This design comes from an exercise in tuning for small area, a short achievable clock period and few clock cycles on the open sky130 flow, not from production work. Only simulation tests tie the RTL to the original design; equivalence was not proved. Power figures rest on the tool's default switching activity, not on a simulated workload.

==> inputs of job 6996 <==
Design core_ahb, start of the top module:
module core_ahb #(
    parameter DATA_WIDTH = 32
)(
    input                       clk_i,
    input                       reset_i,
    input   [DATA_WIDTH-1:0]    hrdata_i,
    output  [DATA_WIDTH-1:0]    hwdata_o,
    input                       hready_i,
    input                       hresp_i,
    output  [DATA_WIDTH-1:0]    haddr_o,
    output                      hwrite_o,
    output                      htrans_o
);
clock: 17.0 ns
lec_check: 0
cap_margin: 30
core_margin: 2
core_utilization: 45
slew_margin: 30
standard.sh (not shown) runs the stock make flow with config.mk's settings and CLKGATE_MAP_FILE= SYNTH_SCRIPT=/design/flow/synth_recipe.tcl, a recipe that flattens the netlist after the stock synthesis.
==> flow/flow/run.sh <==
#!/bin/bash
# Own layout flow: the standard flow (standard.sh), run step by step.
#  - synthesis: the standard script, but adders are left to ABC as plain gates
#    (ADDER_MAP_FILE empty) instead of being mapped onto full/half-adder cells
#  - ports are buffered with buf_4 cells (the default picks a slow delay buffer)
#  - clock tree: clkbuf_8/clkbuf_4 below a clkbuf_16 root, no dummy loads
#  - no setup repair at floorplan and placement, where clocks are still ideal
#  - setup repair at CTS and global route aims at MARGIN ns of slack, so the
#    tools keep shortening the critical paths well below the 17 ns period
#  - after global route, max slew / capacitance are repaired once more
#    (flow/post_grt.tcl)
# Each step's output goes to a log file of its own here; ORFS's own logs are
# under orfs/logs.
set -e
MARGIN=12
export BUFFER_PORTS_ARGS="-buffer_cell sky130_fd_sc_hd__buf_4"
export CTS_ARGS="-sink_clustering_enable -repair_clock_nets -dont_use_dummy_load -buf_list {sky130_fd_sc_hd__clkbuf_8 sky130_fd_sc_hd__clkbuf_4} -root_buf sky130_fd_sc_hd__clkbuf_16"
export POST_GLOBAL_ROUTE_TCL="$PWD/flow/post_grt.tcl"
ADDER_MAP_FILE= SETUP_SLACK_MARGIN=0 bash standard.sh synth > run_synth.log 2>&1
SETUP_SLACK_MARGIN=0 bash standard.sh floorplan > run_floorplan.log 2>&1
SETUP_SLACK_MARGIN=0 bash standard.sh place > run_place.log 2>&1
SETUP_SLACK_MARGIN=$MARGIN bash standard.sh cts > run_cts.log 2>&1
SETUP_SLACK_MARGIN=$MARGIN bash standard.sh grt > run_grt.log 2>&1
SETUP_SLACK_MARGIN=$MARGIN bash standard.sh finish > run_finish.log 2>&1
==> flow/flow/post_grt.tcl <==
# Runs at the end of global route (POST_GLOBAL_ROUTE_TCL): timing repair may
# have cloned or moved gates after the electrical repair ran, so fix max
# slew / capacitance once more, then update the routing guides.
global_route -start_incremental
repair_design_helper
detailed_placement
global_route -end_incremental
estimate_parasitics -global_routing
report_check_types -max_slew -max_capacitance -max_count 5
write_guides $::env(RESULTS_DIR)/route.guide
==> job 392 (differences from job 6996) <==
--- a/flow/design.v
+++ b/flow/design.v
@@ -37,24 +37,26 @@
 reg         dq_v;
 reg  [29:0] dq_a;
 reg  [1:0]  dq_b;
 reg         dq_w;
 reg  [31:0] dq_d;
 reg  [29:0] fpc;                 
 reg         redir_q;             
+reg  [29:0] lseq;                
 reg  [29:0] rtgt;
 reg         w_v;                 
 reg  [4:0]  w_rd;
 reg  [31:0] w_d;
 reg         fl_v;                
 reg         fl_off;
 reg  [31:2] ir;                  
 reg  [29:0] ipc;                 
 reg         iv;                  
 reg  [31:1] oh1, oh2;            
+reg         bq1, bq2;            
 reg         ld_pend;             
 reg  [4:0]  ld_rd;               
 reg  [2:0]  ld_f3;               
 reg         clr;                 
 reg  [4:0]  clr_n;
 reg  [31:0] rf [1:31];
 reg         cv0 [0:SETS-1];
@@ -96,19 +98,17 @@
     rf1 = 32'h0;
     rf2 = 32'h0;
     for (q = 1; q < 32; q = q + 1) begin
         rf1 = rf1 | ({32{oh1[q]}} & rf[q]);
         rf2 = rf2 | ({32{oh2[q]}} & rf[q]);
     end
 end
-wire        byp1 = w_v & (w_rd == rs1);
-wire        byp2 = w_v & (w_rd == rs2);
-wire [31:0] r1 = byp1 ? w_d : rf1;
-wire [31:0] r2 = byp2 ? w_d : rf2;
-wire [31:0] opb = (is_reg | is_br) ? r2 : (is_st ? imm_s : imm_i);
+wire [31:0] r1 = rf1 | ({32{bq1}} & w_d);
+wire [31:0] r2 = rf2 | ({32{bq2}} & w_d);
+wire [31:0] opb = (is_reg | is_br) ? r2 : imm_i;
 wire [2:0]  fn  = is_op ? f3 : 3'b000;
 wire        sub = is_reg & ir[30] & (f3 == 3'b000);
 wire [31:0] sum;
 wire        cout;
 ks_add #(.W(32), .L(5)) u_add (.a(r1), .b(opb ^ {32{sub}}), .ci(sub), .s(sum), .co(cout));
 wire [31:0] x   = r1 ^ opb;
 wire        eq  = ~|x;
@@ -123,27 +123,24 @@
 wire [32:0] sh_ext = {ir[30] & ~sleft & r1[31], sh_in};
 wire [32:0] sh_r   = $signed(sh_ext) >>> sh;
 genvar gk;
 generate for (gk = 0; gk < 32; gk = gk + 1) begin : g_rev
     assign sh_in[gk]  = sleft ? r1[31-gk] : r1[gk];
     assign sh_out[gk] = sleft ? sh_r[31-gk] : sh_r[gk];
 end endgenerate
-reg [31:0] alu;
-always @* begin
-    case (fn)
-        3'b000: alu = sum;
-        3'b001: alu = sh_out;
-        3'b010: alu = {31'h0, lt};
-        3'b011: alu = {31'h0, ltu};
-        3'b100: alu = x;
-        3'b101: alu = sh_out;
-        3'b110: alu = r1 | opb;
-        default: alu = r1 & opb;
-    endcase
-end
+wire s_link  = is_jal | is_jalr;
+wire s_lui   = is_lui;
+wire s_auipc = is_u & ~is_lui;
+wire s_sum   = ~is_u & ~s_link & (~is_op | (f3 == 3'b000));
+wire s_sh    = is_op & (f3[1:0] == 2'b01);
+wire s_slt   = is_op & (f3 == 3'b010);
+wire s_sltu  = is_op & (f3 == 3'b011);
+wire s_xor   = is_op & (f3 == 3'b100);
+wire s_or    = is_op & (f3 == 3'b110);
+wire s_and   = is_op & (f3 == 3'b111);
 wire taken = f3[2] ? ((f3[1] ? ltu : lt) ^ f3[0]) : (eq ^ f3[0]);
 wire [29:0] tgt;
 wire        tgt_co;
 ks_add #(.W(30), .L(5)) u_tgt (.a(ipc), .b(is_jal ? imm_j : (is_br ? imm_b : imm_u[31:2])), .ci(1'b0), .s(tgt), .co(tgt_co));
 reg [31:0] ld_data;
 always @* begin
     case (ld_f3)
@@ -162,23 +159,33 @@
         default: st_data = r2;
     endcase
 end
 wire uses1   = ~is_u & ~is_jal;
 wire uses2   = is_reg | is_br | is_st;
 wire writes  = ~is_br & ~is_st;
 wire ld_hz   = ld_pend & (((ld_rd != 5'd0) & ((uses1 & rs1 == ld_rd) | (uses2 & rs2 == ld_rd) | (writes & rd == ld_rd))) |
-                          is_ld | (writes & rsp_load));
+                          is_ld | (writes & rsp_load & w_v));
 wire e_go    = iv & ~clr & ~ld_hz & (~is_mem | ~dq_v);   
 wire e_mem   = e_go & is_mem;
 wire e_direct = e_mem & b_idle;                          
 wire redirect = e_go & (is_jal | is_jalr | (is_br & taken));
-wire [29:0] redirect_pc = is_jalr ? sum[31:2] : tgt;
+wire [31:0] agu;
+wire        agu_co;
+ks_add #(.W(32), .L(5)) u_agu (.a(r1), .b(is_st ? imm_s : imm_i), .ci(1'b0), .s(agu), .co(agu_co));
+wire [29:0] redirect_pc = is_jalr ? agu[31:2] : tgt;
 wire        e_wb    = e_go & writes & ~is_ld & (rd != 5'd0);
-wire [31:0] e_res   = (is_jal | is_jalr) ? {fpc, 2'b00} :
-                      is_u ? (is_lui ? imm_u : {tgt, 2'b00}) : alu;
+wire [31:0] e_res   = ({32{s_sum}}   & sum) |
+                      ({32{s_sh}}    & sh_out) |
+                      ({32{s_xor}}   & x) |
+                      ({32{s_or}}    & (r1 | opb)) |
+                      ({32{s_and}}   & (r1 & opb)) |
+                      {31'h0, (s_slt & lt) | (s_sltu & ltu)} |
+                      ({32{s_link}}  & {fpc, 2'b00}) |
+                      ({32{s_lui}}   & imm_u) |
+                      ({32{s_auipc}} & {tgt, 2'b00});
 wire        ld_wr   = rsp_load & (ld_rd != 5'd0);
 wire        w_wr    = w_v & ~rsp_load & ~clr;
 wire [4:0]  wb_rd   = rsp_load ? ld_rd : (clr ? clr_n : w_rd);
 wire [31:0] wb_data = rsp_load ? ld_data : (clr ? 32'h0 : w_d);
 wire        wb_en   = ld_wr | clr | w_wr;
 always @(posedge clk_i) begin
     if (wb_en) rf[wb_rd] <= wb_data;
@@ -187,53 +194,89 @@
         w_d  <= e_res;
     end
     rtgt <= redirect_pc;
 end
 wire          waitf = fl_v & ~fl_off;                    
 wire [29:0]   fa    = redir_q ? rtgt : fpc;              
 wire [29:0]   fpc1  = fa + 30'd1;
-wire [29:0]   la    = waitf ? fpc1 : fa;
+wire [29:0]   fpc2  = fa + 30'd2;
+wire [29:0]   la    = redir_q ? rtgt : lseq;
 wire [IW-1:0] lidx  = la[IW-1:0];
 wire [TW-1:0] ltag  = la[IW+TW-1:IW];
 wire [18:0]   lreg  = la[29:11];
 wire rm0  = rgv0 & (rg0 == lreg);
 wire rm1  = rgv1 & (rg1 == lreg);
 wire rhit = rm0 | rm1;
 wire lrid = rm1;
 wire hw0  = cv0[lidx] & (ct0[lidx][TW-1:0] == ltag) & (ct0[lidx][TW] ? rm1 : rm0);
 wire hw1  = cv1[lidx] & (ct1[lidx][TW-1:0] == ltag) & (ct1[lidx][TW] ? rm1 : rm0);
 wire hit  = hw0 | hw1;
-wire [29:0] hdata = hw0 ? cd0[lidx] : cd1[lidx];
+wire [29:0] hd0 = cd0[lidx];
+wire [29:0] hd1 = cd1[lidx];
+wire [29:0] hdata = hw0 ? hd0 : hd1;
 wire ir_free    = ~iv | e_go;
 wire f_end      = b_end & k_fetch;                       
 wire deliver_b  = f_end & waitf & ir_free;               
 wire deliver_c  = ~waitf & hit & ir_free;
 wire deliver    = deliver_c | deliver_b;
-wire [31:2] nxt_ir = deliver_b ? hrdata_i[31:2] : hdata;
+wire [31:2] nxt_ir = waitf ? hrdata_i[31:2] : hdata;
+reg  [31:1] d0a, d0b, d1a, d1b, dba, dbb;
+integer z;
+always @* begin
+    for (z = 1; z < 32; z = z + 1) begin
+        d0a[z] = (hd0[17:13] == z);
+        d0b[z] = (hd0[22:18] == z);
+        d1a[z] = (hd1[17:13] == z);
+        d1b[z] = (hd1[22:18] == z);
+        dba[z] = (hrdata_i[19:15] == z);
+        dbb[z] = (hrdata_i[24:20] == z);
+    end
+end
+wire [31:1] nxt_oh1 = waitf ? dba : (hw0 ? d0a : d1a);
+wire [31:1] nxt_oh2 = waitf ? dbb : (hw0 ? d0b : d1b);
+wire        w_v_n  = e_wb | (w_v & ~w_wr);
+wire [4:0]  w_rd_n = e_wb ? rd : w_rd;
+wire        ldp_n  = (e_mem & is_ld) | (ld_pend & ~rsp_load);
+wire [4:0]  ldrd_n = (e_mem & is_ld) ? rd : ld_rd;
+function automatic bq_of(input [4:0] r);
+    bq_of = w_v_n & (r == w_rd_n) & ~(ldp_n & (r == ldrd_n));
+endfunction
+wire        nbq1 = waitf ? bq_of(hrdata_i[19:15]) : (hw0 ? bq_of(hd0[17:13]) : bq_of(hd1[17:13]));
+wire        nbq2 = waitf ? bq_of(hrdata_i[24:20]) : (hw0 ? bq_of(hd0[22:18]) : bq_of(hd1[22:18]));
 wire ctrl_block = iv & is_ctrl;
 wire ireq_d  = ~fl_v & ~rsp_fetch & rhit & ~hit & ~ctrl_block;
 wire ireq_p  = f_end & waitf & ~hrdata_i[6] & rhit & ~hit;
 wire dq_issue = bus_free & dq_v;
 wire issue_i  = bus_free & ~dq_v & ~e_direct & (ireq_d | ireq_p);
 wire iway    = ~cv0[lidx] ? 1'b0 : (~cv1[lidx] ? 1'b1 : lfsr[0]);
+wire waitf_n = issue_i ? (~ireq_p | deliver_b) : (~f_end & fl_v & (~fl_off | deliver));
+wire [29:0] lseq_n = waitf_n ? (deliver ? fpc2 : fpc1) : (deliver ? fpc1 : fa);
 wire fetch_busy = ((b_addr | b_data) & k_fetch) | rsp_fetch;
 wire ralloc = ~fl_v & ~rhit & ~ctrl_block & ~fetch_busy;
 wire rvict  = ~rgv0 ? 1'b0 : (~rgv1 ? 1'b1 : ~cur_rid);
+wire        s_e  = e_direct;
+wire        s_q  = ~e_direct & dq_issue;
+wire        s_i  = ~e_direct & ~dq_issue & issue_i;
+wire        s_h  = ~(e_direct | dq_issue | issue_i);
+wire [29:0] ha_n  = ({30{s_e}} & agu[31:2]) | ({30{s_q}} & dq_a) | ({30{s_i}} & la) | ({30{s_h}} & ha);
+wire [1:0]  hb_n  = ({2{s_e}} & agu[1:0]) | ({2{s_q}} & dq_b) | ({2{s_h}} & hb);
+wire [31:0] hwd_n = ({32{s_e}} & st_data) | ({32{s_q}} & dq_d) | ({32{s_i | s_h}} & hwd);
 always @(posedge clk_i or negedge reset_i) begin
     if (!reset_i) begin
         b_addr    <= 1'b0;
         b_data    <= 1'b0;
         k_fetch   <= 1'b0;
         k_load    <= 1'b0;
         hw        <= 1'b0;
         rsp_fetch <= 1'b0;
         rsp_load  <= 1'b0;
         dq_v      <= 1'b0;
         fpc       <= 30'h0;
         redir_q   <= 1'b0;
+        lseq      <= 30'h0;
         w_v       <= 1'b0;
         fl_v      <= 1'b0;
         fl_off    <= 1'b0;
         iv        <= 1'b0;
         ld_pend   <= 1'b0;
         clr       <= 1'b1;
         clr_n     <= 5'd1;
@@ -268,14 +311,15 @@
         else if (dq_issue) dq_v <= 1'b0;
         if (e_mem & is_ld) ld_pend <= 1'b1;
         else if (rsp_load) ld_pend <= 1'b0;
         if (redirect) iv <= 1'b0;
         else if (deliver) iv <= 1'b1;
         else if (e_go) iv <= 1'b0;
         redir_q <= redirect;
+        lseq    <= lseq_n;
         if (deliver) fpc <= fpc1;
         else if (redir_q) fpc <= fa;
         if (e_wb) w_v <= 1'b1;
         else if (w_wr) w_v <= 1'b0;
         if (redirect) fl_v <= 1'b0;
         else if (issue_i) fl_v <= 1'b1;
         else if (f_end) fl_v <= 1'b0;
@@ -289,47 +333,38 @@
     end
 end
 always @(posedge clk_i) begin
     rsp_d   <= hrdata_i;
     rsp_a   <= ha[IW+TW-1:0];
     rsp_way <= fw;
     rsp_rid <= frid;
-    if (e_direct) begin
-        ha  <= sum[31:2];
-        hb  <= sum[1:0];
-        hwd <= st_data;
-    end else if (dq_issue) begin
-        ha  <= dq_a;
-        hb  <= dq_b;
-        hwd <= dq_d;
-    end else if (issue_i) begin
-        ha  <= la;
-        hb  <= 2'b00;
-    end
+    ha  <= ha_n;
+    hb  <= hb_n;
+    hwd <= hwd_n;
     if (e_mem & ~e_direct) begin
-        dq_a <= sum[31:2];
-        dq_b <= sum[1:0];
+        dq_a <= agu[31:2];
+        dq_b <= agu[1:0];
         dq_w <= is_st;
         dq_d <= st_data;
     end
     if (e_mem & is_ld) begin
         ld_rd <= rd;
         ld_f3 <= f3;
     end
     if (issue_i) begin
         fw   <= iway;
         frid <= lrid;
     end
-    if (deliver) begin
+    if (ir_free) begin
         ir  <= nxt_ir;
         ipc <= fa;
-        for (q = 1; q < 32; q = q + 1) begin
-            oh1[q] <= (nxt_ir[19:15] == q);
-            oh2[q] <= (nxt_ir[24:20] == q);
-        end
+        oh1 <= nxt_oh1 & {31{~nbq1}};
+        oh2 <= nxt_oh2 & {31{~nbq2}};
+        bq1 <= nbq1;
+        bq2 <= nbq2;
     end
     if (ralloc) begin
         if (rvict) rg1 <= lreg; else rg0 <= lreg;
     end
 end
 integer s;
 always @(posedge clk_i or negedge reset_i) begin
==> flow/flow/run.sh (replaced) <==
#!/bin/bash
# Own layout flow: the standard flow (standard.sh), run step by step.
#  - synthesis: the standard script, but adders are left to ABC as plain gates
#    (ADDER_MAP_FILE empty) instead of being mapped onto full/half-adder cells
#  - ports are buffered with buf_4 cells (the default picks a slow delay buffer)
#  - clock tree: clkbuf_16 buffers, clusters of up to 22 sinks within 70 um, no dummy loads
#  - no setup repair at floorplan and placement, where clocks are still ideal
#  - setup repair at CTS and global route aims at MARGIN ns of slack, so the
#    tools keep shortening the critical paths well below the 17 ns period
#  - after global route, max slew / capacitance are repaired once more
#    (flow/post_grt.tcl)
# Each step's output goes to a log file of its own here; ORFS's own logs are
# under orfs/logs.
set -e
MARGIN=12
export BUFFER_PORTS_ARGS="-buffer_cell sky130_fd_sc_hd__buf_4"
export CTS_ARGS="-sink_clustering_enable -repair_clock_nets -dont_use_dummy_load -buf_list {sky130_fd_sc_hd__clkbuf_16} -root_buf sky130_fd_sc_hd__clkbuf_16 -sink_clustering_size 22 -sink_clustering_max_diameter 70"
export POST_GLOBAL_ROUTE_TCL="$PWD/flow/post_grt.tcl"
ADDER_MAP_FILE= SETUP_SLACK_MARGIN=0 bash standard.sh synth > run_synth.log 2>&1
SETUP_SLACK_MARGIN=0 bash standard.sh floorplan > run_floorplan.log 2>&1
SETUP_SLACK_MARGIN=0 bash standard.sh place > run_place.log 2>&1
SETUP_SLACK_MARGIN=$MARGIN bash standard.sh cts > run_cts.log 2>&1
SETUP_SLACK_MARGIN=$MARGIN bash standard.sh grt > run_grt.log 2>&1
SETUP_SLACK_MARGIN=$MARGIN bash standard.sh finish > run_finish.log 2>&1
Settings changed: CORE_UTILIZATION 45 to 50.
==> job 540 (differences from job 6996) <==
--- a/flow/design.v
+++ b/flow/design.v
@@ -15,32 +15,30 @@
 localparam IW   = 4;             
 localparam TW   = 7;             
 reg         b_addr;              
 reg         b_data;              
 reg         k_fetch;             
 reg         k_load;              
 reg  [29:0] ha;                  
-reg  [1:0]  hb;                  
 reg         hw;
 reg  [31:0] hwd;
 assign htrans_o = b_addr;
-assign haddr_o  = {ha, hb};
+assign haddr_o  = {ha, 2'b00};
 assign hwrite_o = hw;
 assign hwdata_o = hwd;
 wire b_end    = b_data & hready_i;
 wire b_idle   = ~b_addr & ~b_data;
 wire bus_free = ~b_addr & (~b_data | hready_i);
 reg         rsp_fetch;           
 reg         rsp_load;            
 reg  [31:0] rsp_d;
 reg  [IW+TW-1:0] rsp_a;
 reg         rsp_way, rsp_rid;
 reg         dq_v;
 reg  [29:0] dq_a;
-reg  [1:0]  dq_b;
 reg         dq_w;
 reg  [31:0] dq_d;
 reg  [29:0] fpc;                 
 reg         redir_q;             
 reg  [29:0] rtgt;
 reg         w_v;                 
 reg  [4:0]  w_rd;
@@ -291,27 +289,23 @@
 always @(posedge clk_i) begin
     rsp_d   <= hrdata_i;
     rsp_a   <= ha[IW+TW-1:0];
     rsp_way <= fw;
     rsp_rid <= frid;
     if (e_direct) begin
         ha  <= sum[31:2];
-        hb  <= sum[1:0];
         hwd <= st_data;
     end else if (dq_issue) begin
         ha  <= dq_a;
-        hb  <= dq_b;
         hwd <= dq_d;
     end else if (issue_i) begin
         ha  <= la;
-        hb  <= 2'b00;
     end
     if (e_mem & ~e_direct) begin
         dq_a <= sum[31:2];
-        dq_b <= sum[1:0];
         dq_w <= is_st;
         dq_d <= st_data;
     end
     if (e_mem & is_ld) begin
         ld_rd <= rd;
         ld_f3 <= f3;
     end
Settings changed: CORE_UTILIZATION 45 to 55.
==> job 3016 (differences from job 6996) <==
--- a/flow/design.v
+++ b/flow/design.v
@@ -37,14 +37,15 @@
 reg         dq_v;
 reg  [29:0] dq_a;
 reg  [1:0]  dq_b;
 reg         dq_w;
 reg  [31:0] dq_d;
 reg  [29:0] fpc;                 
 reg         redir_q;             
+reg  [29:0] lseq;                
 reg  [29:0] rtgt;
 reg         w_v;                 
 reg  [4:0]  w_rd;
 reg  [31:0] w_d;
 reg         fl_v;                
 reg         fl_off;
 reg  [31:2] ir;                  
@@ -187,38 +188,57 @@
         w_d  <= e_res;
     end
     rtgt <= redirect_pc;
 end
 wire          waitf = fl_v & ~fl_off;                    
 wire [29:0]   fa    = redir_q ? rtgt : fpc;              
 wire [29:0]   fpc1  = fa + 30'd1;
-wire [29:0]   la    = waitf ? fpc1 : fa;
+wire [29:0]   fpc2  = fa + 30'd2;
+wire [29:0]   la    = redir_q ? rtgt : lseq;
 wire [IW-1:0] lidx  = la[IW-1:0];
 wire [TW-1:0] ltag  = la[IW+TW-1:IW];
 wire [18:0]   lreg  = la[29:11];
 wire rm0  = rgv0 & (rg0 == lreg);
 wire rm1  = rgv1 & (rg1 == lreg);
 wire rhit = rm0 | rm1;
 wire lrid = rm1;
 wire hw0  = cv0[lidx] & (ct0[lidx][TW-1:0] == ltag) & (ct0[lidx][TW] ? rm1 : rm0);
 wire hw1  = cv1[lidx] & (ct1[lidx][TW-1:0] == ltag) & (ct1[lidx][TW] ? rm1 : rm0);
 wire hit  = hw0 | hw1;
-wire [29:0] hdata = hw0 ? cd0[lidx] : cd1[lidx];
+wire [29:0] hd0 = cd0[lidx];
+wire [29:0] hd1 = cd1[lidx];
+wire [29:0] hdata = hw0 ? hd0 : hd1;
 wire ir_free    = ~iv | e_go;
 wire f_end      = b_end & k_fetch;                       
 wire deliver_b  = f_end & waitf & ir_free;               
 wire deliver_c  = ~waitf & hit & ir_free;
 wire deliver    = deliver_c | deliver_b;
-wire [31:2] nxt_ir = deliver_b ? hrdata_i[31:2] : hdata;
+wire [31:2] nxt_ir = waitf ? hrdata_i[31:2] : hdata;
+reg  [31:1] d0a, d0b, d1a, d1b, dba, dbb;
+integer z;
+always @* begin
+    for (z = 1; z < 32; z = z + 1) begin
+        d0a[z] = (hd0[17:13] == z);
+        d0b[z] = (hd0[22:18] == z);
+        d1a[z] = (hd1[17:13] == z);
+        d1b[z] = (hd1[22:18] == z);
+        dba[z] = (hrdata_i[19:15] == z);
+        dbb[z] = (hrdata_i[24:20] == z);
+    end
+end
+wire [31:1] nxt_oh1 = waitf ? dba : (hw0 ? d0a : d1a);
+wire [31:1] nxt_oh2 = waitf ? dbb : (hw0 ? d0b : d1b);
 wire ctrl_block = iv & is_ctrl;
 wire ireq_d  = ~fl_v & ~rsp_fetch & rhit & ~hit & ~ctrl_block;
 wire ireq_p  = f_end & waitf & ~hrdata_i[6] & rhit & ~hit;
 wire dq_issue = bus_free & dq_v;
 wire issue_i  = bus_free & ~dq_v & ~e_direct & (ireq_d | ireq_p);
 wire iway    = ~cv0[lidx] ? 1'b0 : (~cv1[lidx] ? 1'b1 : lfsr[0]);
+wire waitf_n = issue_i ? (~ireq_p | deliver_b) : (~f_end & fl_v & (~fl_off | deliver));
+wire [29:0] lseq_n = waitf_n ? (deliver ? fpc2 : fpc1) : (deliver ? fpc1 : fa);
 wire fetch_busy = ((b_addr | b_data) & k_fetch) | rsp_fetch;
 wire ralloc = ~fl_v & ~rhit & ~ctrl_block & ~fetch_busy;
 wire rvict  = ~rgv0 ? 1'b0 : (~rgv1 ? 1'b1 : ~cur_rid);
 always @(posedge clk_i or negedge reset_i) begin
     if (!reset_i) begin
         b_addr    <= 1'b0;
         b_data    <= 1'b0;
@@ -226,14 +246,15 @@
         k_load    <= 1'b0;
         hw        <= 1'b0;
         rsp_fetch <= 1'b0;
         rsp_load  <= 1'b0;
         dq_v      <= 1'b0;
         fpc       <= 30'h0;
         redir_q   <= 1'b0;
+        lseq      <= 30'h0;
         w_v       <= 1'b0;
         fl_v      <= 1'b0;
         fl_off    <= 1'b0;
         iv        <= 1'b0;
         ld_pend   <= 1'b0;
         clr       <= 1'b1;
         clr_n     <= 5'd1;
@@ -268,14 +289,15 @@
         else if (dq_issue) dq_v <= 1'b0;
         if (e_mem & is_ld) ld_pend <= 1'b1;
         else if (rsp_load) ld_pend <= 1'b0;
         if (redirect) iv <= 1'b0;
         else if (deliver) iv <= 1'b1;
         else if (e_go) iv <= 1'b0;
         redir_q <= redirect;
+        lseq    <= lseq_n;
         if (deliver) fpc <= fpc1;
         else if (redir_q) fpc <= fa;
         if (e_wb) w_v <= 1'b1;
         else if (w_wr) w_v <= 1'b0;
         if (redirect) fl_v <= 1'b0;
         else if (issue_i) fl_v <= 1'b1;
         else if (f_end) fl_v <= 1'b0;
@@ -315,21 +337,19 @@
         ld_rd <= rd;
         ld_f3 <= f3;
     end
     if (issue_i) begin
         fw   <= iway;
         frid <= lrid;
     end
-    if (deliver) begin
+    if (ir_free) begin
         ir  <= nxt_ir;
         ipc <= fa;
-        for (q = 1; q < 32; q = q + 1) begin
-            oh1[q] <= (nxt_ir[19:15] == q);
-            oh2[q] <= (nxt_ir[24:20] == q);
-        end
+        oh1 <= nxt_oh1;
+        oh2 <= nxt_oh2;
     end
     if (ralloc) begin
         if (rvict) rg1 <= lreg; else rg0 <= lreg;
     end
 end
 integer s;
 always @(posedge clk_i or negedge reset_i) begin
==> notes.md <==
Job 540 finished clean. Job 6996 ran to the end with no violations. Job 392 finished with timing, DRC and antenna clean. Job 3016 finished clean. In job 3016 the final cell count is higher than in job 540, by 7.7%. Global-route usage: job 3016 < job 6996 < job 392 < job 540. Sequential share of layout area, lowest first: job 540, job 6996, job 3016, job 392. Critical path depth is the same in job 3016 and job 540. In job 3016 the count of clock-buffer cells in the layout is lower than in job 540, by 4. Against job 6996, the sequential power of job 392 is larger by 14%. In clock power, job 3016 and job 6996 hardly differ. Utilization: job 3016 < job 6996 < job 392 < job 540. Via count: job 392 is lower than job 540 (about 3.4%).
==> figures <==
item                                                              job 392         job 540        job 6996        job 3016
Status                                                     finished clean  finished clean  finished clean  finished clean
Width of the chip                                                  501 µm          472 µm          522 µm          526 µm
Final core area utilization                                         56.3%           66.6%           53.6%           53.1%
Tmin final                                                        5110 ps         5360 ps         5790 ps         5550 ps
Biggest fanout along the worst timing path                             25               7              11              20
Part of the total power dissipated in sequential elements           29.5%           42.7%           40.6%           28.2%
Overall die area                                                0.251 mm²       0.223 mm²       0.272 mm²       0.277 mm²
Number of global-route vias before repair                           88300           90800           91700           91300
Overall power after layout                                        30.2 mW         17.8 mW         19.3 mW         30.5 mW
Synth Area in Simple Gates                                          11.4%           9.43%           9.52%           12.3%
Sequential fraction of the synthesis area                           65.3%           66.6%           66.6%           66.2%
Repair and plain buffers                                              629            1003             896             794
Clock buf count                                                       168             446             440             442
Total Nets Final                                                     9945           10200           10100           10500
Share of cell area taken by muxes after synthesis                   2.95%           2.13%           2.05%           2.15%
Met3 Resource Use GR                                                12.8%           17.7%           13.4%           13.2%
Achievable Freq                                                   196 MHz         187 MHz         173 MHz         180 MHz
Routed length on met1                                           187000 µm       183000 µm       189000 µm       187000 µm
Total number of placement rows                                        182             171             190             191
Testbench counts of job 6996, summed over its fixed seeds: cycles 124,547.
Testbench counts of job 392, summed over its fixed seeds: cycles 124,293.
Testbench counts of job 540, summed over its fixed seeds: cycles 124,547.
Testbench counts of job 3016, summed over its fixed seeds: cycles 124,547.

==> port drivers added, routing unchanged <==
The flow's constraints put no driver on any port. The routed layouts listed below were extracted and timed again, unchanged, in two steps.
Step 1: set_driving_cell puts a clkbuf_16 on clk_i and a buf_2 on each other input, an assumption about the parent block.
Step 2 adds t to the input delays and takes it off the output delays; t is the mean of the earliest and latest rising clock arrival at the registers after step 1. Input paths then give back, and output paths get back, about the clock's delay inside the block.
a / b / c = no drivers / after step 1 / after step 2; a / b = the first two.
| run | shift t [ns] | setup slack, ns | hold WS [ns] | worst setup path at the end | latest minus earliest clock arrival (ns) |
|---|---|---|---|---|---|
| job 6996 | 1.079 | 11.213 / 11.213 / 11.213 | 0.331 / 0.331 / 0.331 | register to register | 0.121 / 0.121 |
| job 392 | 0.917 | 11.891 / 11.891 / 11.263 | 0.348 / 0.348 / 0.348 | input to register | 0.144 / 0.143 |
| job 540 | 0.980 | 11.643 / 11.643 / 11.085 | 0.332 / 0.332 / 0.332 | input to register | 0.106 / 0.105 |
| job 3016 | 1.069 | 11.450 / 11.410 / 11.139 | 0.326 / 0.326 / 0.326 | input to register | 0.141 / 0.142 |
After both steps every run listed still meets setup and hold. The setup slack of job 392, which loses most, moves by 0.000 ns with the drivers and by -0.628 ns with both steps.
